From an optimization exercise on the open Yosys and OpenROAD flow, aimed at small area and a short achievable clock period; shortcuts taken in it are not production practice. The RTL was checked by simulation tests, not by an equivalence proof against the original design.

==> flow/design.v, too long to show whole: its modules and the start of the top module <==
// module booth_enc: 12 lines
// module booth_enc0: 11 lines
// module booth_xn: 7 lines
// module booth_sel: 9 lines
// module booth_sel0: 9 lines
// module booth_sel_n: 8 lines
// module CSA: 10 lines
// module HADD: 9 lines
// module CSA1: 9 lines
// module simple_Adder: 1102 lines
// module k_nand2: 1 lines
// module k_nor2: 1 lines
// module k_xor2: 1 lines
// module k_xnor2: 1 lines
// module k_inv: 1 lines
// module k_aoi21: 1 lines
// module k_oai21: 1 lines
// module wallace: 3593 lines
// module multiplierTree: 26 lines
module multiplierTree (
    input clk,
    input rst,
    input en,
    input [31:0] a,
    input [31:0] b,
    output reg [63:0] c
);
  // ...
==> flow/flow/run.sh <==
#!/bin/bash
# Standard synthesis and layout; before placement every cell is set to its
# smallest drive (flow/downsize.tcl) so that repair sizes up only what timing needs.
set -euo pipefail
here=$(pwd)
bash standard.sh synth > synth.log 2>&1
export POST_FLOORPLAN_TCL=$here/flow/downsize.tcl
bash standard.sh finish POST_FLOORPLAN_TCL=$here/flow/downsize.tcl > layout.log 2>&1
==> flow/flow/downsize.tcl <==
# Set every standard cell to the smallest drive of its function before
# placement; repair_design and repair_timing then size up what needs it.
set db [ord::get_db]
set smallest [dict create]
foreach lib [$db getLibs] {
  foreach m [$lib getMasters] {
    set n [$m getName]
    if {![regexp {^(sky130_fd_sc_hd__[a-z0-9]+)_([0-9]+)$} $n -> base drv]} { continue }
    if {[string match "*lpflow*" $n] || [string match "*probe*" $n]} { continue }
    set a [expr {[$m getWidth] * [$m getHeight]}]
    if {![dict exists $smallest $base]} {
      dict set smallest $base [list $m $a $drv]
    } else {
      lassign [dict get $smallest $base] bm ba bd
      if {$a < $ba || ($a == $ba && $drv > $bd)} {
        dict set smallest $base [list $m $a $drv]
      }
    }
  }
}
set count 0
foreach inst [[ord::get_db_block] getInsts] {
  set m [$inst getMaster]
  set n [$m getName]
  if {![regexp {^(sky130_fd_sc_hd__[a-z0-9]+)_([0-9]+)$} $n -> base drv]} { continue }
  if {[string match "*df*" $base] || [string match "*clkbuf*" $base]} { continue }
  if {![dict exists $smallest $base]} { continue }
  set sm [lindex [dict get $smallest $base] 0]
  if {[$sm getName] ne $n} {
    $inst swapMaster $sm
    incr count
  }
}
puts "downsize: swapped $count instances"
==> flow/standard.sh <==
#!/bin/bash
# synth_recipe.tcl (not shown) runs the flow's synth.tcl, then flattens the netlist and writes it again
# the make line also repeats each setting of config.mk as NAME=value (left out here)
make -C /OpenROAD-flow-scripts/flow DESIGN_CONFIG=/design/flow/config.mk WORK_HOME=/design/flow/orfs CLKGATE_MAP_FILE= SYNTH_SCRIPT=/design/flow/synth_recipe.tcl "${@:-finish}"
==> flow/config.mk <==
export PLATFORM = sky130hd
export DESIGN_NAME = multiplierTree
export DESIGN_NICKNAME = multiplierTree
export VERILOG_FILES = /design/flow/design.v
export SDC_FILE = /design/flow/constraint.sdc
export NUM_CORES = 4
export LEC_CHECK = 0
export CAP_MARGIN = 20
export CORE_MARGIN = 2
export CORE_UTILIZATION = 40
export SETUP_SLACK_MARGIN = 2.0
export SLEW_MARGIN = 20
export SYNTH_HIERARCHICAL = 1
==> flow/constraint.sdc <==
create_clock -name core_clock -period 9.0 [get_ports {clk}]
set_input_delay 1.8000 -clock core_clock [delete_from_list [all_inputs] [get_ports {clk}]]
set_output_delay 1.8000 -clock core_clock [all_outputs]
set_load 0.01 [all_outputs]
==> results.json, run 1 <==
{
  "dieHeight_um": 259,
  "fillCellCount": 6076,
  "tapCellCount": 855,
  "routed-via-count": 22300,
  "syn_area_um2": 26000,
  "cp_common_cell": "fa_1",
  "final_cell_mix": "595 x xnor2_1, 508 x o22ai_1, 420 x fa_1",
  "reg2reg_slack_ns": 2.28,
  "wl_met3_um": 8960,
  "hp-class": "reg -> reg",
  "finalHoldViolCount": 0,
  "fin_tns_setup_ns": 0,
  "period_share_pct": 74.7,
  "worstSetupStartpointType": "flop",
  "cp_top_family": "adder cells",
  "drc": 0,
  "wire_per_inst_um": 24.2,
  "top_layer": "met4",
  "status": "timing/DRC/antenna clean",
  "dr_wl_met2_um": 40900,
  "sh_seq_area_pct": 8.92,
  "syn_area_per_cell_um2": 9.73,
  "viasPerCell": 5.99,
  "dieArea_um2": 67000,
  "top_area_cell_class": "multi-input gates",
  "wl_um": 90100,
  "drt-met1-wl_um": 34900
}
==> module booth_enc, before the edit <==
module booth_enc (
    input  b2,
    input  b1,
    input  b0,
    output onen,
    output twon,
    output negc
);
assign onen = ~(b1 ^ b0);
assign twon = ~((b2 ^ b1) & ~(b1 ^ b0));
assign negc = b2 & ~(b1 & b0);
endmodule
==> run 2, diff against run 1 <==
--- a/flow/design.v
+++ b/flow/design.v
@@ -1,18 +1,27 @@
 module booth_enc (
     input  b2,
     input  b1,
     input  b0,
     output onen,
     output twon,
     output negc
 );
+booth_onen u_one (b1, b0, onen);
+booth_twon u_two (b2, b1, b0, twon);
+booth_negc u_neg (b2, b1, b0, negc);
+endmodule
+module booth_onen (input b1, input b0, output onen);
 assign onen = ~(b1 ^ b0);
+endmodule
+module booth_twon (input b2, input b1, input b0, output twon);
 assign twon = ~((b2 ^ b1) & ~(b1 ^ b0));
+endmodule
+module booth_negc (input b2, input b1, input b0, output negc);
 assign negc = b2 & ~(b1 & b0);
 endmodule
 module booth_enc0 (
     input  b2,
     input  b1,
     output onen,
     output twon,
     output negc
@@ -367,827 +376,777 @@
 k_inv u278 (w275, w277);
 wire w279;
 k_oai21 u280 (w35, w277, w33, w279);
 wire w281;
 k_inv u282 (w279, w281);
 wire w283;
 k_oai21 u284 (w39, w281, w37, w283);
 wire w285;
-k_inv u286 (w283, w285);
+k_oai21 u286 (w47, w41, w45, w285);
 wire w287;
-k_oai21 u288 (w43, w285, w41, w287);
+k_nor2 u288 (w47, w43, w287);
 wire w289;
-k_inv u290 (w287, w289);
+k_oai21 u290 (w55, w49, w53, w289);
 wire w291;
-k_oai21 u292 (w47, w289, w45, w291);
+k_nor2 u292 (w55, w51, w291);
 wire w293;
-k_oai21 u294 (w55, w49, w53, w293);
+k_oai21 u294 (w63, w57, w61, w293);
 wire w295;
-k_nor2 u296 (w55, w51, w295);
+k_nor2 u296 (w63, w59, w295);
 wire w297;
-k_oai21 u298 (w63, w57, w61, w297);
+k_oai21 u298 (w71, w65, w69, w297);
 wire w299;
-k_nor2 u300 (w63, w59, w299);
+k_nor2 u300 (w71, w67, w299);
 wire w301;
-k_oai21 u302 (w71, w65, w69, w301);
+k_oai21 u302 (w79, w73, w77, w301);
 wire w303;
-k_nor2 u304 (w71, w67, w303);
+k_nor2 u304 (w79, w75, w303);
 wire w305;
-k_oai21 u306 (w79, w73, w77, w305);
+k_oai21 u306 (w87, w81, w85, w305);
 wire w307;
-k_nor2 u308 (w79, w75, w307);
+k_nor2 u308 (w87, w83, w307);
 wire w309;
-k_oai21 u310 (w87, w81, w85, w309);
+k_oai21 u310 (w95, w89, w93, w309);
 wire w311;
-k_nor2 u312 (w87, w83, w311);
+k_nor2 u312 (w95, w91, w311);
 wire w313;
-k_oai21 u314 (w95, w89, w93, w313);
+k_oai21 u314 (w103, w97, w101, w313);
 wire w315;
-k_nor2 u316 (w95, w91, w315);
+k_nor2 u316 (w103, w99, w315);
 wire w317;
-k_oai21 u318 (w103, w97, w101, w317);
+k_oai21 u318 (w111, w105, w109, w317);
 wire w319;
-k_nor2 u320 (w103, w99, w319);
+k_nor2 u320 (w111, w107, w319);
 wire w321;
-k_oai21 u322 (w111, w105, w109, w321);
+k_oai21 u322 (w119, w113, w117, w321);
 wire w323;
-k_nor2 u324 (w111, w107, w323);
+k_nor2 u324 (w119, w115, w323);
 wire w325;
-k_oai21 u326 (w119, w113, w117, w325);
+k_oai21 u326 (w127, w121, w125, w325);
 wire w327;
-k_nor2 u328 (w119, w115, w327);
+k_nor2 u328 (w127, w123, w327);
 wire w329;
-k_oai21 u330 (w127, w121, w125, w329);
+k_oai21 u330 (w135, w129, w133, w329);
 wire w331;
-k_nor2 u332 (w127, w123, w331);
+k_nor2 u332 (w135, w131, w331);
 wire w333;
-k_oai21 u334 (w135, w129, w133, w333);
+k_oai21 u334 (w143, w137, w141, w333);
 wire w335;
-k_nor2 u336 (w135, w131, w335);
+k_nor2 u336 (w143, w139, w335);
 wire w337;
-k_oai21 u338 (w143, w137, w141, w337);
+k_oai21 u338 (w151, w145, w149, w337);
 wire w339;
-k_nor2 u340 (w143, w139, w339);
+k_nor2 u340 (w147, w151, w339);
 wire w341;
-k_oai21 u342 (w151, w145, w149, w341);
+k_oai21 u342 (w159, w153, w157, w341);
 wire w343;
-k_nor2 u344 (w147, w151, w343);
+k_nor2 u344 (w155, w159, w343);
 wire w345;
-k_oai21 u346 (w159, w153, w157, w345);
+k_oai21 u346 (w167, w161, w165, w345);
 wire w347;
-k_nor2 u348 (w155, w159, w347);
+k_nor2 u348 (w167, w163, w347);
 wire w349;
-k_oai21 u350 (w167, w161, w165, w349);
+k_oai21 u350 (w175, w169, w173, w349);
 wire w351;
-k_nor2 u352 (w167, w163, w351);
+k_nor2 u352 (w175, w171, w351);
 wire w353;
-k_oai21 u354 (w175, w169, w173, w353);
+k_oai21 u354 (w183, w177, w181, w353);
 wire w355;
-k_nor2 u356 (w175, w171, w355);
+k_nor2 u356 (w183, w179, w355);
 wire w357;
-k_oai21 u358 (w183, w177, w181, w357);
+k_oai21 u358 (w191, w185, w189, w357);
 wire w359;
-k_nor2 u360 (w183, w179, w359);
+k_nor2 u360 (w187, w191, w359);
 wire w361;
-k_oai21 u362 (w191, w185, w189, w361);
+k_oai21 u362 (w199, w193, w197, w361);
 wire w363;
-k_nor2 u364 (w187, w191, w363);
+k_nor2 u364 (w199, w195, w363);
 wire w365;
-k_oai21 u366 (w199, w193, w197, w365);
+k_oai21 u366 (w207, w201, w205, w365);
 wire w367;
-k_nor2 u368 (w199, w195, w367);
+k_nor2 u368 (w203, w207, w367);
 wire w369;
-k_oai21 u370 (w207, w201, w205, w369);
+k_oai21 u370 (w215, w209, w213, w369);
 wire w371;
-k_nor2 u372 (w203, w207, w371);
+k_nor2 u372 (w211, w215, w371);
 wire w373;
-k_oai21 u374 (w215, w209, w213, w373);
+k_oai21 u374 (w223, w217, w221, w373);
 wire w375;
-k_nor2 u376 (w211, w215, w375);
+k_nor2 u376 (w219, w223, w375);
 wire w377;
-k_oai21 u378 (w223, w217, w221, w377);
+k_oai21 u378 (w231, w225, w229, w377);
 wire w379;
-k_nor2 u380 (w219, w223, w379);
+k_nor2 u380 (w227, w231, w379);
 wire w381;
-k_oai21 u382 (w231, w225, w229, w381);
+k_oai21 u382 (w239, w233, w237, w381);
 wire w383;
-k_nor2 u384 (w227, w231, w383);
+k_nor2 u384 (w235, w239, w383);
 wire w385;
-k_oai21 u386 (w239, w233, w237, w385);
+k_inv u386 (a[61], w385);
 wire w387;
-k_nor2 u388 (w235, w239, w387);
+k_nor2 u388 (w243, w385, w387);
 wire w389;
-k_inv u390 (a[61], w389);
+k_aoi21 u390 (w287, w283, w285, w389);
 wire w391;
-k_nor2 u392 (w243, w389, w391);
+k_aoi21 u392 (w291, w285, w289, w391);
 wire w393;
-k_inv u394 (w291, w393);
+k_nand2 u394 (w291, w287, w393);
 wire w395;
-k_oai21 u396 (w51, w393, w49, w395);
+k_aoi21 u396 (w295, w289, w293, w395);
 wire w397;
-k_aoi21 u398 (w295, w291, w293, w397);
+k_nand2 u398 (w295, w291, w397);
 wire w399;
-k_inv u400 (w297, w399);
+k_aoi21 u400 (w299, w293, w297, w399);
 wire w401;
-k_oai21 u402 (w67, w399, w65, w401);
+k_nand2 u402 (w299, w295, w401);
 wire w403;
-k_inv u404 (w67, w403);
+k_aoi21 u404 (w303, w297, w301, w403);
 wire w405;
-k_nand2 u406 (w299, w403, w405);
+k_nand2 u406 (w303, w299, w405);
 wire w407;
-k_aoi21 u408 (w303, w297, w301, w407);
+k_aoi21 u408 (w307, w301, w305, w407);
 wire w409;
-k_nand2 u410 (w303, w299, w409);
+k_nand2 u410 (w307, w303, w409);
 wire w411;
-k_inv u412 (w305, w411);
+k_aoi21 u412 (w311, w305, w309, w411);
 wire w413;
-k_oai21 u414 (w83, w411, w81, w413);
+k_nand2 u414 (w311, w307, w413);
 wire w415;
-k_inv u416 (w83, w415);
+k_aoi21 u416 (w315, w309, w313, w415);
 wire w417;
-k_nand2 u418 (w307, w415, w417);
+k_nand2 u418 (w315, w311, w417);
 wire w419;
-k_aoi21 u420 (w311, w305, w309, w419);
+k_aoi21 u420 (w319, w313, w317, w419);
 wire w421;
-k_nand2 u422 (w311, w307, w421);
+k_nand2 u422 (w319, w315, w421);
 wire w423;
-k_inv u424 (w313, w423);
+k_aoi21 u424 (w323, w317, w321, w423);
 wire w425;
-k_oai21 u426 (w99, w423, w97, w425);
+k_nand2 u426 (w323, w319, w425);
 wire w427;
-k_inv u428 (w99, w427);
+k_aoi21 u428 (w327, w321, w325, w427);
 wire w429;
-k_nand2 u430 (w315, w427, w429);
+k_nand2 u430 (w327, w323, w429);
 wire w431;
-k_aoi21 u432 (w319, w313, w317, w431);
+k_aoi21 u432 (w331, w325, w329, w431);
 wire w433;
-k_nand2 u434 (w319, w315, w433);
+k_nand2 u434 (w327, w331, w433);
 wire w435;
-k_inv u436 (w321, w435);
+k_aoi21 u436 (w335, w329, w333, w435);
 wire w437;
-k_oai21 u438 (w115, w435, w113, w437);
+k_nand2 u438 (w335, w331, w437);
 wire w439;
-k_inv u440 (w323, w439);
+k_aoi21 u440 (w339, w333, w337, w439);
 wire w441;
-k_nor2 u442 (w115, w439, w441);
+k_nand2 u442 (w335, w339, w441);
 wire w443;
-k_aoi21 u444 (w327, w321, w325, w443);
+k_aoi21 u444 (w343, w337, w341, w443);
 wire w445;
-k_nand2 u446 (w327, w323, w445);
+k_nand2 u446 (w339, w343, w445);
 wire w447;
-k_inv u448 (w329, w447);
+k_aoi21 u448 (w347, w341, w345, w447);
 wire w449;
-k_oai21 u450 (w131, w447, w129, w449);
+k_nand2 u450 (w343, w347, w449);
 wire w451;
-k_inv u452 (w131, w451);
+k_aoi21 u452 (w351, w345, w349, w451);
 wire w453;
-k_nand2 u454 (w331, w451, w453);
+k_nand2 u454 (w351, w347, w453);
 wire w455;
-k_aoi21 u456 (w335, w329, w333, w455);
+k_aoi21 u456 (w355, w349, w353, w455);
 wire w457;
-k_nand2 u458 (w331, w335, w457);
+k_nand2 u458 (w351, w355, w457);
 wire w459;
-k_inv u460 (w337, w459);
+k_aoi21 u460 (w359, w353, w357, w459);
 wire w461;
-k_oai21 u462 (w147, w459, w145, w461);
+k_nand2 u462 (w355, w359, w461);
 wire w463;
-k_inv u464 (w147, w463);
+k_aoi21 u464 (w363, w357, w361, w463);
 wire w465;
-k_nand2 u466 (w339, w463, w465);
+k_nand2 u466 (w359, w363, w465);
 wire w467;
-k_aoi21 u468 (w343, w337, w341, w467);
+k_aoi21 u468 (w367, w361, w365, w467);
 wire w469;
-k_nand2 u470 (w339, w343, w469);
+k_nand2 u470 (w363, w367, w469);
 wire w471;
-k_inv u472 (w345, w471);
+k_aoi21 u472 (w371, w365, w369, w471);
 wire w473;
-k_oai21 u474 (w163, w471, w161, w473);
+k_nand2 u474 (w367, w371, w473);
 wire w475;
-k_inv u476 (w163, w475);
+k_aoi21 u476 (w375, w369, w373, w475);
 wire w477;
-k_nand2 u478 (w347, w475, w477);
+k_nand2 u478 (w371, w375, w477);
 wire w479;
-k_aoi21 u480 (w351, w345, w349, w479);
+k_aoi21 u480 (w379, w373, w377, w479);
 wire w481;
-k_nand2 u482 (w347, w351, w481);
+k_nand2 u482 (w375, w379, w481);
 wire w483;
-k_inv u484 (w353, w483);
+k_aoi21 u484 (w383, w377, w381, w483);
 wire w485;
-k_oai21 u486 (w179, w483, w177, w485);
+k_nand2 u486 (w379, w383, w485);
 wire w487;
-k_inv u488 (w179, w487);
+k_inv u488 (w387, w487);
 wire w489;
-k_nand2 u490 (w355, w487, w489);
+k_inv u490 (w381, w489);
 wire w491;
-k_aoi21 u492 (w359, w353, w357, w491);
+k_oai21 u492 (w487, w489, w241, w491);
 wire w493;
-k_nand2 u494 (w355, w359, w493);
+k_nand2 u494 (w383, w387, w493);
 wire w495;
-k_inv u496 (w361, w495);
+k_inv u496 (w283, w495);
 wire w497;
-k_oai21 u498 (w195, w495, w193, w497);
+k_oai21 u498 (w393, w495, w391, w497);
 wire w499;
-k_inv u500 (w195, w499);
+k_oai21 u500 (w397, w389, w395, w499);
 wire w501;
-k_nand2 u502 (w363, w499, w501);
+k_oai21 u502 (w401, w391, w399, w501);
 wire w503;
-k_aoi21 u504 (w367, w361, w365, w503);
+k_nor2 u504 (w401, w393, w503);
 wire w505;
-k_nand2 u506 (w363, w367, w505);
+k_oai21 u506 (w405, w395, w403, w505);
 wire w507;
-k_inv u508 (w369, w507);
+k_nor2 u508 (w405, w397, w507);
 wire w509;
-k_oai21 u510 (w211, w507, w209, w509);
+k_oai21 u510 (w409, w399, w407, w509);
 wire w511;
-k_inv u512 (w211, w511);
+k_nor2 u512 (w409, w401, w511);
 wire w513;
-k_nand2 u514 (w371, w511, w513);
+k_oai21 u514 (w413, w403, w411, w513);
 wire w515;
-k_aoi21 u516 (w375, w369, w373, w515);
+k_nor2 u516 (w413, w405, w515);
 wire w517;
-k_nand2 u518 (w371, w375, w517);
+k_oai21 u518 (w417, w407, w415, w517);
 wire w519;
-k_inv u520 (w377, w519);
+k_nor2 u520 (w417, w409, w519);
 wire w521;
-k_oai21 u522 (w227, w519, w225, w521);
+k_oai21 u522 (w421, w411, w419, w521);
 wire w523;
-k_inv u524 (w227, w523);
+k_nor2 u524 (w421, w413, w523);
 wire w525;
-k_nand2 u526 (w379, w523, w525);
+k_oai21 u526 (w425, w415, w423, w525);
 wire w527;
-k_aoi21 u528 (w383, w377, w381, w527);
+k_nor2 u528 (w425, w417, w527);
 wire w529;
-k_nand2 u530 (w379, w383, w529);
+k_oai21 u530 (w429, w419, w427, w529);
 wire w531;
-k_nand2 u532 (w385, a[61], w531);
+k_nor2 u532 (w429, w421, w531);
 wire w533;
-k_nand2 u534 (w387, a[61], w533);
+k_oai21 u534 (w433, w423, w431, w533);
 wire w535;
-k_inv u536 (w391, w535);
+k_nor2 u536 (w433, w425, w535);
 wire w537;
-k_inv u538 (w385, w537);
+k_oai21 u538 (w437, w427, w435, w537);
 wire w539;
-k_oai21 u540 (w535, w537, w241, w539);
+k_nor2 u540 (w429, w437, w539);
 wire w541;
-k_nand2 u542 (w387, w391, w541);
+k_oai21 u542 (w441, w431, w439, w541);
 wire w543;
-k_oai21 u544 (w59, w397, w57, w543);
+k_nor2 u544 (w433, w441, w543);
 wire w545;
-k_inv u546 (w397, w545);
+k_oai21 u546 (w445, w435, w443, w545);
 wire w547;
-k_aoi21 u548 (w299, w545, w297, w547);
+k_nor2 u548 (w437, w445, w547);
 wire w549;
-k_inv u550 (w405, w549);
+k_oai21 u550 (w449, w439, w447, w549);
 wire w551;
-k_aoi21 u552 (w549, w545, w401, w551);
+k_nor2 u552 (w441, w449, w551);
 wire w553;
-k_oai21 u554 (w409, w397, w407, w553);
+k_oai21 u554 (w453, w443, w451, w553);
 wire w555;
-k_oai21 u556 (w91, w419, w89, w555);
+k_nor2 u556 (w445, w453, w555);
 wire w557;
-k_nor2 u558 (w421, w91, w557);
+k_oai21 u558 (w457, w447, w455, w557);
 wire w559;
-k_inv u560 (w419, w559);
+k_nor2 u560 (w449, w457, w559);
 wire w561;
-k_aoi21 u562 (w315, w559, w313, w561);
+k_oai21 u562 (w461, w451, w459, w561);
 wire w563;
-k_inv u564 (w315, w563);
+k_nor2 u564 (w453, w461, w563);
 wire w565;
-k_nor2 u566 (w421, w563, w565);
+k_oai21 u566 (w465, w455, w463, w565);
 wire w567;
-k_inv u568 (w429, w567);
+k_nor2 u568 (w457, w465, w567);
 wire w569;
-k_aoi21 u570 (w567, w559, w425, w569);
+k_oai21 u570 (w469, w459, w467, w569);
 wire w571;
-k_nor2 u572 (w429, w421, w571);
+k_nor2 u572 (w461, w469, w571);
 wire w573;
-k_oai21 u574 (w433, w419, w431, w573);
+k_oai21 u574 (w473, w463, w471, w573);
 wire w575;
-k_nor2 u576 (w433, w421, w575);
+k_nor2 u576 (w465, w473, w575);
 wire w577;
-k_oai21 u578 (w123, w443, w121, w577);
+k_oai21 u578 (w477, w467, w475, w577);
 wire w579;
-k_nor2 u580 (w445, w123, w579);
+k_nor2 u580 (w469, w477, w579);
 wire w581;
-k_inv u582 (w443, w581);
+k_oai21 u582 (w481, w471, w479, w581);
 wire w583;
-k_aoi21 u584 (w331, w581, w329, w583);
+k_nor2 u584 (w473, w481, w583);
 wire w585;
-k_inv u586 (w331, w585);
+k_oai21 u586 (w485, w475, w483, w585);
 wire w587;
-k_nor2 u588 (w445, w585, w587);
+k_nor2 u588 (w477, w485, w587);
 wire w589;
-k_inv u590 (w453, w589);
+k_inv u590 (w493, w589);
 wire w591;
-k_aoi21 u592 (w589, w581, w449, w591);
+k_inv u592 (w479, w591);
 wire w593;
-k_nor2 u594 (w453, w445, w593);
+k_aoi21 u594 (w589, w591, w491, w593);
 wire w595;
-k_oai21 u596 (w457, w443, w455, w595);
+k_nor2 u596 (w481, w493, w595);
 wire w597;
-k_nor2 u598 (w457, w445, w597);
+k_aoi21 u598 (w503, w283, w501, w597);
 wire w599;
-k_oai21 u600 (w155, w467, w153, w599);
+k_inv u600 (w389, w599);
 wire w601;
-k_nor2 u602 (w469, w155, w601);
+k_aoi21 u602 (w507, w599, w505, w601);
 wire w603;
-k_inv u604 (w467, w603);
+k_aoi21 u604 (w511, w497, w509, w603);
 wire w605;
-k_aoi21 u606 (w347, w603, w345, w605);
+k_aoi21 u606 (w515, w499, w513, w605);
 wire w607;
-k_inv u608 (w347, w607);
+k_aoi21 u608 (w519, w501, w517, w607);
 wire w609;
-k_nor2 u610 (w469, w607, w609);
+k_nand2 u610 (w519, w503, w609);
 wire w611;
-k_inv u612 (w477, w611);
+k_aoi21 u612 (w523, w505, w521, w611);
 wire w613;
-k_aoi21 u614 (w611, w603, w473, w613);
+k_nand2 u614 (w523, w507, w613);
 wire w615;
-k_nor2 u616 (w469, w477, w615);
+k_aoi21 u616 (w527, w509, w525, w615);
 wire w617;
-k_oai21 u618 (w481, w467, w479, w617);
+k_nand2 u618 (w527, w511, w617);
 wire w619;
-k_nor2 u620 (w469, w481, w619);
+k_aoi21 u620 (w531, w513, w529, w619);
 wire w621;
-k_oai21 u622 (w187, w491, w185, w621);
+k_nand2 u622 (w531, w515, w621);
 wire w623;
-k_nor2 u624 (w493, w187, w623);
+k_aoi21 u624 (w535, w517, w533, w623);
 wire w625;
-k_inv u626 (w491, w625);
+k_nand2 u626 (w535, w519, w625);
 wire w627;
-k_aoi21 u628 (w363, w625, w361, w627);
+k_aoi21 u628 (w539, w521, w537, w627);
 wire w629;
-k_inv u630 (w363, w629);
+k_nand2 u630 (w539, w523, w629);
 wire w631;
-k_nor2 u632 (w493, w629, w631);
+k_aoi21 u632 (w543, w525, w541, w631);
 wire w633;
-k_inv u634 (w501, w633);
+k_nand2 u634 (w543, w527, w633);
 wire w635;
-k_aoi21 u636 (w633, w625, w497, w635);
+k_aoi21 u636 (w547, w529, w545, w635);
 wire w637;
-k_nor2 u638 (w493, w501, w637);
+k_nand2 u638 (w531, w547, w637);
 wire w639;
-k_oai21 u640 (w505, w491, w503, w639);
+k_aoi21 u640 (w551, w533, w549, w639);
 wire w641;
-k_nor2 u642 (w493, w505, w641);
+k_nand2 u642 (w535, w551, w641);
 wire w643;
-k_oai21 u644 (w219, w515, w217, w643);
+k_aoi21 u644 (w555, w537, w553, w643);
 wire w645;
-k_nor2 u646 (w517, w219, w645);
+k_nand2 u646 (w539, w555, w645);
 wire w647;
-k_inv u648 (w515, w647);
+k_aoi21 u648 (w559, w541, w557, w647);
 wire w649;
-k_aoi21 u650 (w379, w647, w377, w649);
+k_nand2 u650 (w543, w559, w649);
 wire w651;
-k_inv u652 (w379, w651);
+k_aoi21 u652 (w563, w545, w561, w651);
 wire w653;
-k_nor2 u654 (w517, w651, w653);
+k_nand2 u654 (w547, w563, w653);
 wire w655;
-k_inv u656 (w525, w655);
+k_aoi21 u656 (w567, w549, w565, w655);
 wire w657;
-k_aoi21 u658 (w655, w647, w521, w657);
+k_nand2 u658 (w551, w567, w657);
 wire w659;
-k_nor2 u660 (w517, w525, w659);
+k_aoi21 u660 (w571, w553, w569, w659);
 wire w661;
-k_oai21 u662 (w529, w515, w527, w661);
+k_nand2 u662 (w555, w571, w661);
 wire w663;
-k_nor2 u664 (w517, w529, w663);
+k_aoi21 u664 (w575, w557, w573, w663);
 wire w665;
-k_inv u666 (w553, w665);
+k_nand2 u666 (w559, w575, w665);
 wire w667;
-k_oai21 u668 (w75, w665, w73, w667);
+k_aoi21 u668 (w579, w561, w577, w667);
 wire w669;
-k_aoi21 u670 (w307, w553, w305, w669);
+k_nand2 u670 (w563, w579, w669);
 wire w671;
-k_inv u672 (w417, w671);
+k_aoi21 u672 (w583, w565, w581, w671);
 wire w673;
-k_aoi21 u674 (w671, w553, w413, w673);
+k_nand2 u674 (w567, w583, w673);
 wire w675;
-k_oai21 u676 (w421, w665, w419, w675);
+k_aoi21 u676 (w587, w569, w585, w675);
 wire w677;
-k_aoi21 u678 (w557, w553, w555, w677);
+k_nand2 u678 (w571, w587, w677);
 wire w679;
-k_inv u680 (w565, w679);
+k_inv u680 (w595, w679);
 wire w681;
-k_oai21 u682 (w679, w665, w561, w681);
+k_inv u682 (w573, w681);
 wire w683;
-k_inv u684 (w571, w683);
+k_oai21 u684 (w679, w681, w593, w683);
 wire w685;
-k_oai21 u686 (w683, w665, w569, w685);
+k_nand2 u686 (w575, w595, w685);
 wire w687;
-k_aoi21 u688 (w575, w553, w573, w687);
+k_oai21 u688 (w609, w495, w607, w687);
 wire w689;
-k_inv u690 (w595, w689);
+k_oai21 u690 (w613, w389, w611, w689);
 wire w691;
-k_oai21 u692 (w139, w689, w137, w691);
+k_inv u692 (w497, w691);
 wire w693;
-k_inv u694 (w139, w693);
+k_oai21 u694 (w617, w691, w615, w693);
 wire w695;
-k_nand2 u696 (w597, w693, w695);
+k_inv u696 (w499, w695);
 wire w697;
-k_aoi21 u698 (w339, w595, w337, w697);
+k_oai21 u698 (w621, w695, w619, w697);
 wire w699;
-k_nand2 u700 (w597, w339, w699);
+k_oai21 u700 (w625, w597, w623, w699);
 wire w701;
-k_inv u702 (w465, w701);
+k_oai21 u702 (w629, w601, w627, w701);
 wire w703;
-k_aoi21 u704 (w701, w595, w461, w703);
+k_oai21 u704 (w633, w603, w631, w703);
 wire w705;
-k_nand2 u706 (w597, w701, w705);
+k_oai21 u706 (w637, w605, w635, w705);
 wire w707;
-k_oai21 u708 (w469, w689, w467, w707);
+k_oai21 u708 (w641, w607, w639, w707);
 wire w709;
-k_inv u710 (w469, w709);
+k_nor2 u710 (w641, w609, w709);
 wire w711;
-k_nand2 u712 (w597, w709, w711);
+k_oai21 u712 (w645, w611, w643, w711);
 wire w713;
-k_aoi21 u714 (w601, w595, w599, w713);
+k_nor2 u714 (w645, w613, w713);
 wire w715;
-k_nand2 u716 (w597, w601, w715);
+k_oai21 u716 (w649, w615, w647, w715);
 wire w717;
-k_inv u718 (w609, w717);
+k_nor2 u718 (w649, w617, w717);
 wire w719;
-k_oai21 u720 (w717, w689, w605, w719);
+k_oai21 u720 (w653, w619, w651, w719);
 wire w721;
-k_nand2 u722 (w597, w609, w721);
+k_nor2 u722 (w621, w653, w721);
 wire w723;
-k_inv u724 (w615, w723);
+k_oai21 u724 (w657, w623, w655, w723);
 wire w725;
-k_oai21 u726 (w723, w689, w613, w725);
+k_nor2 u726 (w625, w657, w725);
 wire w727;
-k_nand2 u728 (w597, w615, w727);
+k_oai21 u728 (w661, w627, w659, w727);
 wire w729;
-k_aoi21 u730 (w619, w595, w617, w729);
+k_nor2 u730 (w629, w661, w729);
 wire w731;
-k_nand2 u732 (w597, w619, w731);
+k_oai21 u732 (w665, w631, w663, w731);
 wire w733;
-k_inv u734 (w639, w733);
+k_nor2 u734 (w633, w665, w733);
 wire w735;
-k_oai21 u736 (w203, w733, w201, w735);
+k_oai21 u736 (w669, w635, w667, w735);
 wire w737;
-k_inv u738 (w203, w737);
+k_nor2 u738 (w637, w669, w737);
 wire w739;
-k_nand2 u740 (w641, w737, w739);
+k_oai21 u740 (w673, w639, w671, w739);
 wire w741;
-k_aoi21 u742 (w371, w639, w369, w741);
+k_nor2 u742 (w641, w673, w741);
 wire w743;
-k_nand2 u744 (w641, w371, w743);
+k_oai21 u744 (w677, w643, w675, w743);
 wire w745;
-k_inv u746 (w513, w745);
+k_nor2 u746 (w645, w677, w745);
 wire w747;
-k_aoi21 u748 (w745, w639, w509, w747);
+k_inv u748 (w685, w747);
 wire w749;
-k_nand2 u750 (w641, w745, w749);
+k_inv u750 (w647, w749);
 wire w751;
-k_oai21 u752 (w517, w733, w515, w751);
+k_aoi21 u752 (w747, w749, w683, w751);
 wire w753;
-k_inv u754 (w517, w753);
+k_nor2 u754 (w649, w685, w753);
 wire w755;
-k_nand2 u756 (w641, w753, w755);
+k_aoi21 u756 (w709, w283, w707, w755);
 wire w757;
-k_aoi21 u758 (w645, w639, w643, w757);
+k_aoi21 u758 (w713, w599, w711, w757);
 wire w759;
-k_nand2 u760 (w641, w645, w759);
+k_aoi21 u760 (w717, w497, w715, w759);
 wire w761;
-k_inv u762 (w653, w761);
+k_aoi21 u762 (w721, w499, w719, w761);
 wire w763;
-k_oai21 u764 (w761, w733, w649, w763);
+k_inv u764 (w597, w763);
 wire w765;
-k_nand2 u766 (w641, w653, w765);
+k_aoi21 u766 (w725, w763, w723, w765);
 wire w767;
-k_inv u768 (w659, w767);
+k_inv u768 (w601, w767);
 wire w769;
-k_oai21 u770 (w767, w733, w657, w769);
+k_aoi21 u770 (w729, w767, w727, w769);
 wire w771;
-k_nand2 u772 (w641, w659, w771);
+k_inv u772 (w603, w771);
 wire w773;
-k_aoi21 u774 (w663, w639, w661, w773);
+k_aoi21 u774 (w733, w771, w731, w773);
 wire w775;
-k_nand2 u776 (w641, w663, w775);
+k_inv u776 (w605, w775);
 wire w777;
-k_oai21 u778 (w107, w687, w105, w777);
+k_aoi21 u778 (w737, w775, w735, w777);
 wire w779;
-k_inv u780 (w687, w779);
+k_aoi21 u780 (w741, w687, w739, w779);
 wire w781;
-k_aoi21 u782 (w323, w779, w321, w781);
+k_aoi21 u782 (w745, w689, w743, w781);
 wire w783;
-k_aoi21 u784 (w441, w779, w437, w783);
+k_inv u784 (w753, w783);
 wire w785;
-k_oai21 u786 (w445, w687, w443, w785);
+k_inv u786 (w693, w785);
 wire w787;
-k_aoi21 u788 (w579, w779, w577, w787);
+k_oai21 u788 (w783, w785, w751, w787);
 wire w789;
-k_inv u790 (w587, w789);
+k_oai21 u790 (w43, w495, w41, w789);
 wire w791;
-k_oai21 u792 (w789, w687, w583, w791);
+k_oai21 u792 (w51, w389, w49, w791);
 wire w793;
-k_inv u794 (w593, w793);
+k_oai21 u794 (w59, w691, w57, w793);
 wire w795;
-k_oai21 u796 (w793, w687, w591, w795);
+k_oai21 u796 (w67, w695, w65, w795);
 wire w797;
-k_aoi21 u798 (w597, w779, w595, w797);
+k_oai21 u798 (w75, w597, w73, w797);
 wire w799;
-k_inv u800 (w695, w799);
+k_oai21 u800 (w83, w601, w81, w799);
 wire w801;
-k_aoi21 u802 (w799, w779, w691, w801);
+k_oai21 u802 (w91, w603, w89, w801);
 wire w803;
-k_oai21 u804 (w699, w687, w697, w803);
+k_oai21 u804 (w99, w605, w97, w803);
 wire w805;
-k_oai21 u806 (w705, w687, w703, w805);
+k_inv u806 (w687, w805);
 wire w807;
-k_inv u808 (w711, w807);
+k_oai21 u808 (w107, w805, w105, w807);
 wire w809;
-k_aoi21 u810 (w807, w779, w707, w809);
+k_inv u810 (w689, w809);
 wire w811;
-k_oai21 u812 (w715, w687, w713, w811);
+k_oai21 u812 (w115, w809, w113, w811);
 wire w813;
-k_inv u814 (w721, w813);
+k_oai21 u814 (w123, w785, w121, w813);
 wire w815;
-k_aoi21 u816 (w813, w779, w719, w815);
+k_inv u816 (w697, w815);
 wire w817;
-k_inv u818 (w727, w817);
+k_oai21 u818 (w131, w815, w129, w817);
 wire w819;
-k_aoi21 u820 (w817, w779, w725, w819);
+k_inv u820 (w699, w819);
 wire w821;
-k_oai21 u822 (w731, w687, w729, w821);
+k_oai21 u822 (w139, w819, w137, w821);
 wire w823;
-k_oai21 u824 (w235, w773, w233, w823);
+k_inv u824 (w701, w823);
 wire w825;
-k_nor2 u826 (w775, w235, w825);
+k_oai21 u826 (w147, w823, w145, w825);
 wire w827;
-k_inv u828 (w773, w827);
+k_inv u828 (w703, w827);
 wire w829;
-k_aoi21 u830 (w387, w827, w385, w829);
+k_oai21 u830 (w155, w827, w153, w829);
 wire w831;
-k_inv u832 (w387, w831);
+k_inv u832 (w705, w831);
 wire w833;
-k_nor2 u834 (w775, w831, w833);
+k_oai21 u834 (w163, w831, w161, w833);
 wire w835;
-k_oai21 u836 (w533, w773, w531, w835);
+k_oai21 u836 (w171, w755, w169, w835);
 wire w837;
-k_nor2 u838 (w775, w533, w837);
+k_oai21 u838 (w179, w757, w177, w837);
 wire w839;
-k_inv u840 (w541, w839);
+k_oai21 u840 (w187, w759, w185, w839);
 wire w841;
-k_aoi21 u842 (w839, w827, w539, w841);
+k_oai21 u842 (w195, w761, w193, w841);
 wire w843;
-k_nor2 u844 (w775, w541, w843);
+k_oai21 u844 (w203, w765, w201, w843);
 wire w845;
-k_inv u846 (w821, w845);
+k_oai21 u846 (w211, w769, w209, w845);
 wire w847;
-k_oai21 u848 (w171, w845, w169, w847);
+k_oai21 u848 (w219, w773, w217, w847);
 wire w849;
-k_aoi21 u850 (w355, w821, w353, w849);
+k_oai21 u850 (w227, w777, w225, w849);
 wire w851;
-k_inv u852 (w489, w851);
+k_oai21 u852 (w235, w779, w233, w851);
 wire w853;
-k_aoi21 u854 (w851, w821, w485, w853);
+k_nor2 u854 (w781, w385, w853);
 wire w855;
-k_oai21 u856 (w493, w845, w491, w855);
+k_inv u856 (w3, w855);
 wire w857;
-k_aoi21 u858 (w623, w821, w621, w857);
+k_xnor2 u858 (a[1], w1, w857);
 wire w859;
-k_inv u860 (w631, w859);
+k_xnor2 u860 (w7, w247, w859);
 wire w861;
-k_oai21 u862 (w859, w845, w627, w861);
+k_xnor2 u862 (w11, w251, w861);
 wire w863;
-k_inv u864 (w637, w863);
+k_xnor2 u864 (w15, w255, w863);
 wire w865;
-k_oai21 u866 (w863, w845, w635, w865);
+k_xnor2 u866 (w19, w259, w865);
 wire w867;
-k_aoi21 u868 (w641, w821, w639, w867);
+k_xnor2 u868 (w23, w263, w867);
 wire w869;
-k_inv u870 (w739, w869);
+k_xnor2 u870 (w27, w267, w869);
 wire w871;
-k_aoi21 u872 (w869, w821, w735, w871);
+k_xnor2 u872 (w31, w271, w871);
 wire w873;
-k_oai21 u874 (w743, w845, w741, w873);
+k_xnor2 u874 (w35, w275, w873);
 wire w875;
-k_oai21 u876 (w749, w845, w747, w875);
+k_xnor2 u876 (w39, w279, w875);
 wire w877;
-k_inv u878 (w755, w877);
+k_xnor2 u878 (w43, w283, w877);
 wire w879;
-k_aoi21 u880 (w877, w821, w751, w879);
+k_xnor2 u880 (w47, w789, w879);
 wire w881;
-k_oai21 u882 (w759, w845, w757, w881);
+k_xor2 u882 (w51, w389, w881);
 wire w883;
-k_inv u884 (w765, w883);
+k_xnor2 u884 (w55, w791, w883);
 wire w885;
-k_aoi21 u886 (w883, w821, w763, w885);
+k_xnor2 u886 (w59, w497, w885);
 wire w887;
-k_inv u888 (w771, w887);
+k_xnor2 u888 (w63, w793, w887);
 wire w889;
-k_aoi21 u890 (w887, w821, w769, w889);
+k_xnor2 u890 (w67, w499, w889);
 wire w891;
-k_oai21 u892 (w775, w845, w773, w891);
+k_xnor2 u892 (w71, w795, w891);
 wire w893;
-k_aoi21 u894 (w825, w821, w823, w893);
+k_xor2 u894 (w75, w597, w893);
 wire w895;
-k_inv u896 (w833, w895);
+k_xnor2 u896 (w79, w797, w895);
 wire w897;
-k_oai21 u898 (w895, w845, w829, w897);
+k_xor2 u898 (w83, w601, w897);
 wire w899;
-k_aoi21 u900 (w837, w821, w835, w899);
+k_xnor2 u900 (w87, w799, w899);
 wire w901;
-k_inv u902 (w843, w901);
+k_xor2 u902 (w91, w603, w901);
 wire w903;
-k_oai21 u904 (w901, w845, w841, w903);
+k_xnor2 u904 (w95, w801, w903);
 wire w905;
-k_inv u906 (w3, w905);
+k_xor2 u906 (w99, w605, w905);
 wire w907;
-k_xnor2 u908 (a[1], w1, w907);
+k_xnor2 u908 (w103, w803, w907);
 wire w909;
-k_xnor2 u910 (w7, w247, w909);
+k_xnor2 u910 (w107, w687, w909);
 wire w911;
-k_xnor2 u912 (w11, w251, w911);
+k_xnor2 u912 (w111, w807, w911);
 wire w913;
-k_xnor2 u914 (w15, w255, w913);
+k_xnor2 u914 (w115, w689, w913);
 wire w915;
-k_xnor2 u916 (w19, w259, w915);
+k_xnor2 u916 (w119, w811, w915);
 wire w917;
-k_xnor2 u918 (w23, w263, w917);
+k_xnor2 u918 (w123, w693, w917);
 wire w919;
-k_xnor2 u920 (w27, w267, w919);
+k_xnor2 u920 (w127, w813, w919);
 wire w921;
-k_xnor2 u922 (w31, w271, w921);
+k_xnor2 u922 (w131, w697, w921);
 wire w923;
-k_xnor2 u924 (w35, w275, w923);
+k_xnor2 u924 (w135, w817, w923);
 wire w925;
-k_xnor2 u926 (w39, w279, w925);
+k_xnor2 u926 (w139, w699, w925);
 wire w927;
-k_xnor2 u928 (w43, w283, w927);
+k_xnor2 u928 (w143, w821, w927);
 wire w929;
-k_xnor2 u930 (w47, w287, w929);
+k_xnor2 u930 (w147, w701, w929);
 wire w931;
-k_xnor2 u932 (w51, w291, w931);
+k_xnor2 u932 (w151, w825, w931);
 wire w933;
-k_xnor2 u934 (w55, w395, w933);
+k_xnor2 u934 (w155, w703, w933);
 wire w935;
-k_xor2 u936 (w59, w397, w935);
+k_xnor2 u936 (w159, w829, w935);
 wire w937;
-k_xnor2 u938 (w63, w543, w937);
+k_xnor2 u938 (w163, w705, w937);
 wire w939;
-k_xor2 u940 (w67, w547, w939);
+k_xnor2 u940 (w167, w833, w939);
 wire w941;
-k_xor2 u942 (w71, w551, w941);
+k_xor2 u942 (w171, w755, w941);
 wire w943;
-k_xnor2 u944 (w75, w553, w943);
+k_xnor2 u944 (w175, w835, w943);
 wire w945;
-k_xnor2 u946 (w79, w667, w945);
+k_xor2 u946 (w179, w757, w945);
 wire w947;
-k_xor2 u948 (w83, w669, w947);
+k_xnor2 u948 (w183, w837, w947);
 wire w949;
-k_xor2 u950 (w87, w673, w949);
+k_xor2 u950 (w187, w759, w949);
 wire w951;
-k_xnor2 u952 (w91, w675, w951);
+k_xnor2 u952 (w191, w839, w951);
 wire w953;
-k_xor2 u954 (w95, w677, w953);
+k_xor2 u954 (w195, w761, w953);
 wire w955;
-k_xnor2 u956 (w99, w681, w955);
+k_xnor2 u956 (w199, w841, w955);
 wire w957;
-k_xnor2 u958 (w103, w685, w957);
+k_xor2 u958 (w203, w765, w957);
 wire w959;
-k_xor2 u960 (w107, w687, w959);
+k_xnor2 u960 (w207, w843, w959);
 wire w961;
-k_xnor2 u962 (w111, w777, w961);
+k_xor2 u962 (w211, w769, w961);
 wire w963;
-k_xor2 u964 (w115, w781, w963);
+k_xnor2 u964 (w215, w845, w963);
 wire w965;
-k_xor2 u966 (w119, w783, w965);
+k_xor2 u966 (w219, w773, w965);
 wire w967;
-k_xnor2 u968 (w123, w785, w967);
+k_xnor2 u968 (w223, w847, w967);
 wire w969;
-k_xor2 u970 (w127, w787, w969);
+k_xor2 u970 (w227, w777, w969);
 wire w971;
-k_xnor2 u972 (w131, w791, w971);
+k_xnor2 u972 (w231, w849, w971);
 wire w973;
-k_xnor2 u974 (w135, w795, w973);
+k_xor2 u974 (w235, w779, w973);
 wire w975;
-k_xor2 u976 (w139, w797, w975);
+k_xnor2 u976 (w239, w851, w975);
 wire w977;
-k_xor2 u978 (w143, w801, w977);
+k_xnor2 u978 (a[61], w781, w977);
 wire w979;
-k_xnor2 u980 (w147, w803, w979);
+k_xnor2 u980 (w243, w853, w979);
 wire w981;
-k_xnor2 u982 (w151, w805, w981);
-wire w983;
-k_xor2 u984 (w155, w809, w983);
-wire w985;
-k_xnor2 u986 (w159, w811, w985);
-wire w987;
-k_xor2 u988 (w163, w815, w987);
-wire w989;
-k_xor2 u990 (w167, w819, w989);
-wire w991;
-k_xnor2 u992 (w171, w821, w991);
-wire w993;
-k_xnor2 u994 (w175, w847, w993);
-wire w995;
-k_xor2 u996 (w179, w849, w995);
-wire w997;
-k_xor2 u998 (w183, w853, w997);
-wire w999;
-k_xnor2 u1000 (w187, w855, w999);
-wire w1001;
-k_xor2 u1002 (w191, w857, w1001);
-wire w1003;
-k_xnor2 u1004 (w195, w861, w1003);
-wire w1005;
-k_xnor2 u1006 (w199, w865, w1005);
-wire w1007;
-k_xor2 u1008 (w203, w867, w1007);
-wire w1009;
-k_xor2 u1010 (w207, w871, w1009);
-wire w1011;
-k_xnor2 u1012 (w211, w873, w1011);
-wire w1013;
-k_xnor2 u1014 (w215, w875, w1013);
-wire w1015;
-k_xor2 u1016 (w219, w879, w1015);
-wire w1017;
-k_xnor2 u1018 (w223, w881, w1017);
-wire w1019;
-k_xor2 u1020 (w227, w885, w1019);
-wire w1021;
-k_xor2 u1022 (w231, w889, w1021);
-wire w1023;
-k_xnor2 u1024 (w235, w891, w1023);
-wire w1025;
-k_xor2 u1026 (w239, w893, w1025);
-wire w1027;
-k_xor2 u1028 (a[61], w897, w1027);
-wire w1029;
-k_xor2 u1030 (w243, w899, w1029);
-wire w1031;
-k_inv u1032 (w903, w1031);
-assign S[0] = w905;
-assign S[1] = w907;
-assign S[2] = w909;
-assign S[3] = w911;
-assign S[4] = w913;
-assign S[5] = w915;
-assign S[6] = w917;
-assign S[7] = w919;
-assign S[8] = w921;
-assign S[9] = w923;
-assign S[10] = w925;
-assign S[11] = w927;
-assign S[12] = w929;
-assign S[13] = w931;
-assign S[14] = w933;
-assign S[15] = w935;
-assign S[16] = w937;
-assign S[17] = w939;
-assign S[18] = w941;
-assign S[19] = w943;
-assign S[20] = w945;
-assign S[21] = w947;
-assign S[22] = w949;
-assign S[23] = w951;
-assign S[24] = w953;
-assign S[25] = w955;
-assign S[26] = w957;
-assign S[27] = w959;
-assign S[28] = w961;
-assign S[29] = w963;
-assign S[30] = w965;
-assign S[31] = w967;
-assign S[32] = w969;
-assign S[33] = w971;
-assign S[34] = w973;
-assign S[35] = w975;
-assign S[36] = w977;
-assign S[37] = w979;
-assign S[38] = w981;
-assign S[39] = w983;
-assign S[40] = w985;
-assign S[41] = w987;
-assign S[42] = w989;
-assign S[43] = w991;
-assign S[44] = w993;
-assign S[45] = w995;
-assign S[46] = w997;
-assign S[47] = w999;
-assign S[48] = w1001;
-assign S[49] = w1003;
-assign S[50] = w1005;
-assign S[51] = w1007;
-assign S[52] = w1009;
-assign S[53] = w1011;
-assign S[54] = w1013;
-assign S[55] = w1015;
-assign S[56] = w1017;
-assign S[57] = w1019;
-assign S[58] = w1021;
-assign S[59] = w1023;
-assign S[60] = w1025;
-assign S[61] = w1027;
-assign S[62] = w1029;
-assign S[63] = w1031;
+k_inv u982 (w787, w981);
+assign S[0] = w855;
+assign S[1] = w857;
+assign S[2] = w859;
+assign S[3] = w861;
+assign S[4] = w863;
+assign S[5] = w865;
+assign S[6] = w867;
+assign S[7] = w869;
+assign S[8] = w871;
+assign S[9] = w873;
+assign S[10] = w875;
+assign S[11] = w877;
+assign S[12] = w879;
+assign S[13] = w881;
+assign S[14] = w883;
+assign S[15] = w885;
+assign S[16] = w887;
+assign S[17] = w889;
+assign S[18] = w891;
+assign S[19] = w893;
+assign S[20] = w895;
+assign S[21] = w897;
+assign S[22] = w899;
+assign S[23] = w901;
+assign S[24] = w903;
+assign S[25] = w905;
+assign S[26] = w907;
+assign S[27] = w909;
+assign S[28] = w911;
+assign S[29] = w913;
+assign S[30] = w915;
+assign S[31] = w917;
+assign S[32] = w919;
+assign S[33] = w921;
+assign S[34] = w923;
+assign S[35] = w925;
+assign S[36] = w927;
+assign S[37] = w929;
+assign S[38] = w931;
+assign S[39] = w933;
+assign S[40] = w935;
+assign S[41] = w937;
+assign S[42] = w939;
+assign S[43] = w941;
+assign S[44] = w943;
+assign S[45] = w945;
+assign S[46] = w947;
+assign S[47] = w949;
+assign S[48] = w951;
+assign S[49] = w953;
+assign S[50] = w955;
+assign S[51] = w957;
+assign S[52] = w959;
+assign S[53] = w961;
+assign S[54] = w963;
+assign S[55] = w965;
+assign S[56] = w967;
+assign S[57] = w969;
+assign S[58] = w971;
+assign S[59] = w973;
+assign S[60] = w975;
+assign S[61] = w977;
+assign S[62] = w979;
+assign S[63] = w981;
 endmodule
 module k_nand2 (input a, input b, output y); assign y = ~(a & b); endmodule
 module k_nor2 (input a, input b, output y); assign y = ~(a | b); endmodule
 module k_xor2 (input a, input b, output y); assign y = a ^ b; endmodule
 module k_xnor2 (input a, input b, output y); assign y = ~(a ^ b); endmodule
 module k_inv (input a, output y); assign y = ~a; endmodule
 module k_aoi21 (input a, input b, input c, output y); assign y = ~((a & b) | c); endmodule
 module k_oai21 (input a, input b, input c, output y); assign y = ~((a | b) & c); endmodule
==> flow/config.mk (replaced) <==
export PLATFORM = sky130hd
export DESIGN_NAME = multiplierTree
export DESIGN_NICKNAME = multiplierTree
export VERILOG_FILES = /design/flow/design.v
export SDC_FILE = /design/flow/constraint.sdc
export NUM_CORES = 4
export LEC_CHECK = 0
export CAP_MARGIN = 20
export CORE_MARGIN = 2
export CORE_UTILIZATION = 40
export SETUP_SLACK_MARGIN = 2.5
export SLEW_MARGIN = 20
export SYNTH_HIERARCHICAL = 1
==> results.json, run 2 <==
{
  "path_cells": "xnor2_1, o22ai_1, fa_1, fa_1, fa_1, fa_1, fa_1, fa_2, fa_2, xnor2_2, o21ai_1, a21oi_2, o21ai_1, a21oi_2, o21ai_1, a21oi_2, o21ai_1, xnor2_1, mux2i_1, nor2_1",
  "dieHeight_um": 259,
  "syn_inst": 2645,
  "rows": 93,
  "clk_latency_ns": 0.49,
  "ant_nets": 0,
  "tightest_slew_ns": 0.833,
  "fin_tns_setup_ns": 0,
  "grt_max_degree": 72,
  "clock_path_buffers": 2,
  "final_common_cell": "xnor2_1",
  "regMostFlops": "c",
  "grt_first_pass_wirelength_um": 155000,
  "worst-path-max-fanout": 17,
  "overflow": 0,
  "hp-class": "reg -> reg",
  "finalHoldViolCount": 0,
  "multi_input_area_um2": 23000,
  "r2r-end": "c[52]",
  "largest_register_ffs": 64,
  "start_util_pct": 40.4,
  "relSlewSlack_pct": 44.5,
  "hold_path.startpoint": "c[59]",
  "endpoint_kind": "flop",
  "syn_area_um2": 26000,
  "setup_viol": 0,
  "num_io_pins": 131,
  "reg2reg_slack_ns": 2.59,
  "tritoncts": "built",
  "routed-via-count": 23500,
  "cp_common_cell": "fa_1",
  "antenna_found_initial": 1,
  "crit_path_max_incr_delay_ns": 0.66,
  "cts_hold_buf": 0,
  "wire_per_inst_um": 28.0,
  "r2r-start": "A[7]",
  "status": "timing/DRC/antenna clean",
  "cts_max_level": 4,
  "max_freq_ghz": 0.156,
  "final.setup_skew_ns": 0.0121,
  "crit_slowest_cell": "dfxtp_4",
  "min_to": "c[59]",
  "syn_area_per_cell_um2": 9.82,
  "dieArea_um2": 67000,
  "max-cap-violations": 0,
  "cts_made_buffers": 17,
  "drt-initial-drc-count": 2980,
  "min_path_cells": 2,
  "period_share_pct": 71.3,
  "final_util_pct": 49.0,
  "gp_congestion": 1.01,
  "yosysWarnings": 7,
  "area_delta_synth_final_pct": 21.3,
  "final_cell_mix": "585 x xnor2_1, 502 x o22ai_1, 412 x fa_1",
  "worstSetupStartpointType": "flop",
  "grt.total_usage_pct": 31.3,
  "ff_latch_area_um2": 2740,
  "syn_nets": 3192,
  "drt_pass1_iterations": 8,
  "viasPerCell": 6.18,
  "final_max_slew_viol_count": 0,
  "wl_um": 106000,
  "largest_registers": "c x64, A x32, B x32",
  "path_class": "reg -> reg",
  "root_buffer": "clkbuf_16",
  "crit_required_ns": 9.36,
  "nNetsFinal": 3471,
  "fp.dieW_um": 259,
  "core-area_um2": 64300,
  "cts.sinks": 128,
  "drive_gt1_share_pct": 20.0,
  "path_clk_slew_ns": 0.07,
  "fin_crit_ns": 6.41,
  "portBuffers": 130,
  "hpwl_um": 75800,
  "cp-startpoint": "A[7]",
  "fillCellCount": 5879,
  "rsz0062_at_grt": "true",
  "grt_pass1_vias": 23500,
  "critPathArrivalTime_ns": 6.77,
  "r2r_cells": 20,
  "drc": 0
}
[run 2: changes by cell type in the layout (fill, tap and decap cells not counted), sizes merged, moves of 6 or more]
cell and delta:
clkinvlp -15, nor2 +11, diode -6, nor3b +15
a21boi +15, inv -54, o21ai +12, a21oi +24
xor2 -27, ha -15, xnor2 +29, nand2 -14
buf +98
[run 2: metal layers]
metal	vias up	share of wire, %	GRT usage [%]
met3	330	14	11.7
met2	1707	42	46.4
met1	11500	39	41.1
met5	-	0	0
li1	9938	-	-
met4	0	5.2	13.0
[run 2: worst max-delay path by stage]
stage,endpoint,cells after the start
finish,c[52],20
floorplan,c[38],22
detailed placement,c[48],21
global placement,c[48],21
CTS,c[38],22
global route,c[40],21
[run 2: repair_timing]
action                     4_1_cts  5_1_grt
setup endpoints to repair       44       40
pin swaps                       19       21
cloned                           8        2
setup buffers                   83       63
gates resized for setup        155      131
[run 2: stage by stage]
step	hold slack (ns)	instance area (um2)	instances	setup WS (ns)
after floorplan	0.474	26300	2645	2.54
after global placement	0.471	28000	3604	1.21
after detailed placement	0.486	28000	3604	1.28
after CTS	0.502	30300	3727	2.50
after global routing	0.530	31500	3792	2.39
final	0.494	31500	3793	2.59
[run 2: area by class of cell]
type | instances | share of cell area (%)
clock inverter | 14 | 0.496
tap | 855 | 3.39
antenna | 1 | 0.00794
timing repair buffer | 345 | 11.5
clock buffer | 18 | 1.43
inverter | 119 | 1.43
sequential | 128 | 8.68
multi-input combinational | 2313 | 73.1
[run 2: critical path: cells and delay by family (launching register included)]
family	cells	cell delay, ns
DFF	1	0.66
muxes	1	0.14
AOI/OAI and AO/OA	8	1.35
adders and majority gates	7	3.52
xor gates and xnor gates	3	0.53
and+or+nand+nor	1	0.05
==> run 3, diff against run 2 <==
--- a/flow/config.mk
+++ b/flow/config.mk
@@ -9,5 +9,5 @@
 export CORE_MARGIN = 2
 export CORE_UTILIZATION = 40
-export SETUP_SLACK_MARGIN = 2.5
+export SETUP_SLACK_MARGIN = 3.0
 export SLEW_MARGIN = 20
 export SYNTH_HIERARCHICAL = 1
==> results.json, run 3 <==
{
  "drc": 0,
  "wire_per_inst_um": 28.0,
  "min_path_cells": 2,
  "final_cell_mix": "556 x xnor2_1, 464 x o22ai_1, 357 x fa_1",
  "grt_pass1_vias": 24400,
  "clk_latency_ns": 0.53,
  "viasPerCell": 6.29,
  "final_max_slew_viol_count": 0,
  "num_io_pins": 131,
  "clock_path_buffers": 2,
  "cts_made_buffers": 17,
  "gp_congestion": 1.04,
  "period_share_pct": 69.4,
  "rsz0062_at_grt": "true",
  "path_clk_slew_ns": 0.09,
  "critPathArrivalTime_ns": 6.61,
  "cts_hold_buf": 0,
  "routed-via-count": 24200,
  "drt-initial-drc-count": 3297,
  "max_freq_ghz": 0.160,
  "syn_area_um2": 26000,
  "syn_nets": 3192,
  "setup_viol": 0,
  "max-cap-violations": 0,
  "fin_tns_setup_ns": 0,
  "crit_path_max_incr_delay_ns": 0.64,
  "cts_max_level": 4,
  "worstSetupStartpointType": "flop",
  "core-area_um2": 64300,
  "ant_nets": 0,
  "crit_required_ns": 9.36,
  "final_common_cell": "xnor2_1",
  "tritoncts": "built",
  "fp.dieW_um": 259,
  "antenna_found_initial": 0,
  "largest_registers": "c x64, A x32, B x32",
  "regMostFlops": "c",
  "syn_area_per_cell_um2": 9.82,
  "endpoint_kind": "flop",
  "hpwl_um": 72200,
  "grt_max_degree": 80,
  "tightest_slew_ns": 1.01,
  "grt.total_usage_pct": 31.5,
  "portBuffers": 130,
  "dieHeight_um": 259,
  "path_cells": "buf_4, buf_8, xnor2_2, o22ai_1, fa_1, fa_2, fa_1, fa_1, fa_2, fa_2, xnor2_4, o21ai_4, a21oi_4, o21ai_2, a21oi_2, o21ai_2, a21oi_2, buf_4, o21ai_1, xnor2_1, mux2i_1, nor2_1",
  "fin_crit_ns": 6.25,
  "hp-class": "reg -> reg",
  "diodes": 0,
  "start_util_pct": 40.4,
  "final.setup_skew_ns": 0.0372,
  "finalHoldViolCount": 0,
  "area_delta_synth_final_pct": 29.4,
  "wl_um": 108000,
  "path_class": "reg -> reg",
  "holdWs_ns": 0.497,
  "r2r_cells": 22,
  "yosysWarnings": 7,
  "crit_slowest_cell": "fa_2",
  "relSlewSlack_pct": 32.9,
  "grt_first_pass_wirelength_um": 157000,
  "overflow": 0,
  "nNetsFinal": 3520,
  "drt_pass1_iterations": 7,
  "final_util_pct": 52.3,
  "largest_register_ffs": 64,
  "root_buffer": "clkbuf_16",
  "drive_gt1_share_pct": 29.1,
  "status": "timing/DRC/antenna clean",
  "syn_inst": 2645,
  "worst-path-max-fanout": 11,
  "dieArea_um2": 67000,
  "cts.sinks": 128,
  "rows": 93
}
[run 3: final timing paths]
kind / start / to / slack, ns
max: B[25] / c[44] / 2.75
min: c[35] / c[35] / 0.50
max reg2reg: B[25] / c[44] / 2.75
min reg2reg: c[35] / c[35] / 0.50
[run 3: critical path, delay by kind of cell, from the launching register on]
kind            cells  cell delay [ns]
xor+xnor            3             0.44
fa+ha+maj           6             3.24
buf+inv             3             0.53
flops               1             0.45
compound gates      8             1.22
simple gates        1             0.05
mux                 1             0.13
[run 3: layout make-up]
cell class	instances	area, um2
clock buffers	17	425
clock inverters	15	175
fillers	5515	30700
inverters	119	449
multi-input cells	2308	24400
flip-flops and latches	128	2720
well taps	855	1070
repair buffers	399	4390
[run 3: per-stage QoR]
stage | cell area [um2] | std cells | setup WS (ns)
after floorplan | 27400 | 2645 | 2.90
after global placement | 27900 | 3600 | 1.43
after detailed placement | 27900 | 3600 | 1.41
after CTS | 31800 | 3792 | 2.86
after global routing | 33600 | 3841 | 2.56
final | 33600 | 3841 | 2.75
[run 3: repair_timing]
| action | in CTS | in global routing |
|---|---|---|
| buffers inserted | 153 | 48 |
| setup endpoints to repair | 51 | 47 |
| pin swaps | 85 | 112 |
| resized for setup | 347 | 254 |
| cloned | 7 | 1 |
[run 3: routing by layer]
layer / up-vias / global-route usage (%) / share of wire, %
met4: 0 / 15.7 / 6.1
met3: 456 / 11.2 / 14
met1: 11800 / 41.0 / 38
li1: 10000 / - / -
met5: - / 0 / 0
met2: 1892 / 46.2 / 42
==> module multiplierTree, before the edit <==
module multiplierTree (
    input clk,
    input rst,
    input en,
    input [31:0] a,
    input [31:0] b,
    output reg [63:0] c
);
reg [31:0] A;
reg [31:0] B;
wire [63:0] prod;
always @(posedge clk)
begin
    if (rst) begin
        A <= 32'b0;
        B <= 32'b0;
        c <= 64'b0;
    end
    else if (en) begin
        A <= a;
        B <= b;
        c <= prod;
    end
end
wallace M64 (A, B, prod);
endmodule
==> run 4, diff against run 3 <==
--- a/flow/design.v
+++ b/flow/design.v
@@ -4755,17 +4755,27 @@
 reg [31:0] B;
 wire [63:0] prod;
+wire load = en & ~rst;
+wire hold = ~en & ~rst;
+wire [31:0] nA;
+wire [31:0] nB;
+wire [63:0] nc;
+regnext #(32) nxA (load, hold, a, A, nA);
+regnext #(32) nxB (load, hold, b, B, nB);
+regnext #(64) nxc (load, hold, prod, c, nc);
 always @(posedge clk)
 begin
-    if (rst) begin
-        A <= 32'b0;
-        B <= 32'b0;
-        c <= 64'b0;
-    end
-    else if (en) begin
-        A <= a;
-        B <= b;
-        c <= prod;
-    end
+    A <= nA;
+    B <= nB;
+    c <= nc;
 end
 wallace M64 (A, B, prod);
 endmodule
+module regnext #(parameter size = 8) (
+    input load,
+    input hold,
+    input [size-1:0] d,
+    input [size-1:0] q,
+    output [size-1:0] n
+);
+assign n = ({size{load}} & d) | ({size{hold}} & q);
+endmodule
--- a/flow/config.mk
+++ b/flow/config.mk
@@ -9,5 +9,5 @@
 export CORE_MARGIN = 2
 export CORE_UTILIZATION = 40
-export SETUP_SLACK_MARGIN = 3.0
+export SETUP_SLACK_MARGIN = 2.0
 export SLEW_MARGIN = 20
 export SYNTH_HIERARCHICAL = 1
==> results.json, run 4 <==
{
  "viasPerCell": 6.27,
  "yosysWarnings": 7,
  "clk_latency_ns": 0.48,
  "cts.sinks": 128,
  "max-cap-violations": 0,
  "path_class": "reg -> reg",
  "start_util_pct": 40.3,
  "grt_first_pass_wirelength_um": 148000,
  "root_buffer": "clkbuf_16",
  "path_clk_slew_ns": 0.06,
  "final_max_slew_viol_count": 0,
  "fillCellCount": 6049,
  "overflow": 0,
  "diodes": 0,
  "drt_pass1_iterations": 6,
  "largest_registers": "c x64, A x32, B x32",
  "finalHoldViolCount": 0,
  "nNetsFinal": 3234,
  "critPathArrivalTime_ns": 7.19,
  "final_common_cell": "xnor2_1",
  "rsz0062_at_grt": "true",
  "fin_tns_setup_ns": 0,
  "grt.total_usage_pct": 30.2,
  "tritoncts": "built",
  "syn_area_um2": 25300,
  "dieHeight_um": 256,
  "crit_path_max_incr_delay_ns": 0.64,
  "fin_crit_ns": 6.82,
  "dieArea_um2": 65400,
  "setup_viol": 0,
  "endpoint_kind": "flop",
  "hpwl_um": 74800,
  "grt_max_degree": 59,
  "worst-path-max-fanout": 19,
  "path_cells": "nor2b_2, a21oi_4, buf_4, o22ai_1, fa_1, fa_1, fa_1, fa_1, fa_1, fa_1, xnor2_1, nor2_1, a21oi_1, o21ai_1, a21oi_1, o21ai_1, a21oi_2, o21ai_1, xnor2_1, a22o_1",
  "worstSetupStartpointType": "flop",
  "final.setup_skew_ns": 0.0210,
  "routed-via-count": 22200,
  "relSlewSlack_pct": 35.0,
  "largest_register_ffs": 64,
  "status": "timing/DRC/antenna clean",
  "syn_inst": 2517,
  "drc": 0,
  "syn_nets": 3064,
  "crit_required_ns": 9.36,
  "wl_um": 100000,
  "cts_max_level": 4,
  "area_delta_synth_final_pct": 13.7,
  "portBuffers": 130,
  "cts_hold_buf": 0,
  "wire_per_inst_um": 28.3,
  "syn_area_per_cell_um2": 10.1,
  "core-area_um2": 62900,
  "hp-class": "reg -> reg",
  "max_freq_ghz": 0.147,
  "drt-initial-drc-count": 2709,
  "ant_nets": 0,
  "final_cell_mix": "614 x xnor2_1, 510 x o22ai_1, 420 x fa_1",
  "drive_gt1_share_pct": 13.6,
  "period_share_pct": 75.8,
  "grt_pass1_vias": 22800,
  "cts_made_buffers": 17,
  "gp_congestion": 1.02
}
## run 4: worst register-to-register path, stage by stage, from the launching register on
cell and delay [ns]:
dfxtp_4 0.56, nor2b_2 0.17, a21oi_4 0.48, buf_4 0.30, o22ai_1 0.11, fa_1 0.45
fa_1 0.43, fa_1 0.44, fa_1 0.50, fa_1 0.44, fa_1 0.65, xnor2_1 0.42
nor2_1 0.14, a21oi_1 0.27, o21ai_1 0.16, a21oi_1 0.28, o21ai_1 0.13, a21oi_2 0.25
o21ai_1 0.15, xnor2_1 0.15, a22o_1 0.24
## run 4: layer usage
layer  GRT usage [%]  vias up  routed length, um
li1                -     9418                  -
met2            43.4     1575              40700
met3            11.6      334              13700
met1            40.6    10900              41100
met5               0        -                  0
met4            12.3        0               4850
## run 4: area by class of cell
cell class / count / area (um2) / area share, %
multi-input cells: 2185 / 21800 / 75.6
flip-flops and latches: 128 / 2650 / 9.21
repair buffers: 236 / 2310 / 8.01
well taps: 846 / 1060 / 3.68
inverters: 119 / 447 / 1.55
clock buffers: 17 / 425 / 1.48
clock inverters: 15 / 128 / 0.443
## run 4: metrics by stage
step | utilization, % | worst slack [ns] | instance area, um2 | instances | hold slack, ns
3_5_place_dp | 43.6 | 1.40 | 27400 | 3477 | 0.456
3_3_place_gp | 43.6 | 1.37 | 27400 | 3477 | 0.451
2_1_floorplan | - | 2.05 | 25500 | 2517 | 0.453
4_1_cts | 45.2 | 1.96 | 28400 | 3532 | 0.475
6_report | 45.8 | 2.18 | 28800 | 3546 | 0.470
5_1_grt | 45.8 | 1.97 | 28800 | 3546 | 0.486
## run 4: final timing paths
kind	start	endpoint	depth (start not counted)
max	B[15]	c[60]	20
min	c[25]	c[25]	1
max reg2reg	B[15]	c[60]	20
min reg2reg	c[25]	c[25]	1
## run 4: timing repair
action	CTS	global route
setup buffers	17	13
pin swaps	7	4
gates cloned	6	0
endpoints found under the setup margin	32	31
gates resized for setup	49	59

-- what the ideal ports hide --
The flow's constraints put no driver on any port. The routed layouts listed below were extracted and timed again, unchanged, in two steps. Step 1: set_driving_cell puts a clkbuf_16 on clk and a buf_2 on each other input, an assumption about the parent block. Step 2 also shifts input and output timing later by t, the mid clock arrival at the registers, as if the neighbouring blocks saw the same clock. a / b / c = ideal / step 1 / step 2; a / b = the first two.
| run | shift t [ns] | slack for setup (ns) | pins driven straight from the clock port |
|---|---|---|---|
| run 1 | 0.553 | 2.279 / 2.279 / 2.279 | 1 |
| run 2 | 0.546 | 2.587 / 2.587 / 2.587 | 1 |
| run 3 | 0.572 | 2.751 / 2.751 / 2.751 | 1 |
| run 4 | 0.532 | 2.176 / 2.176 / 2.176 | 1 |
After both steps every run listed still meets setup and hold.
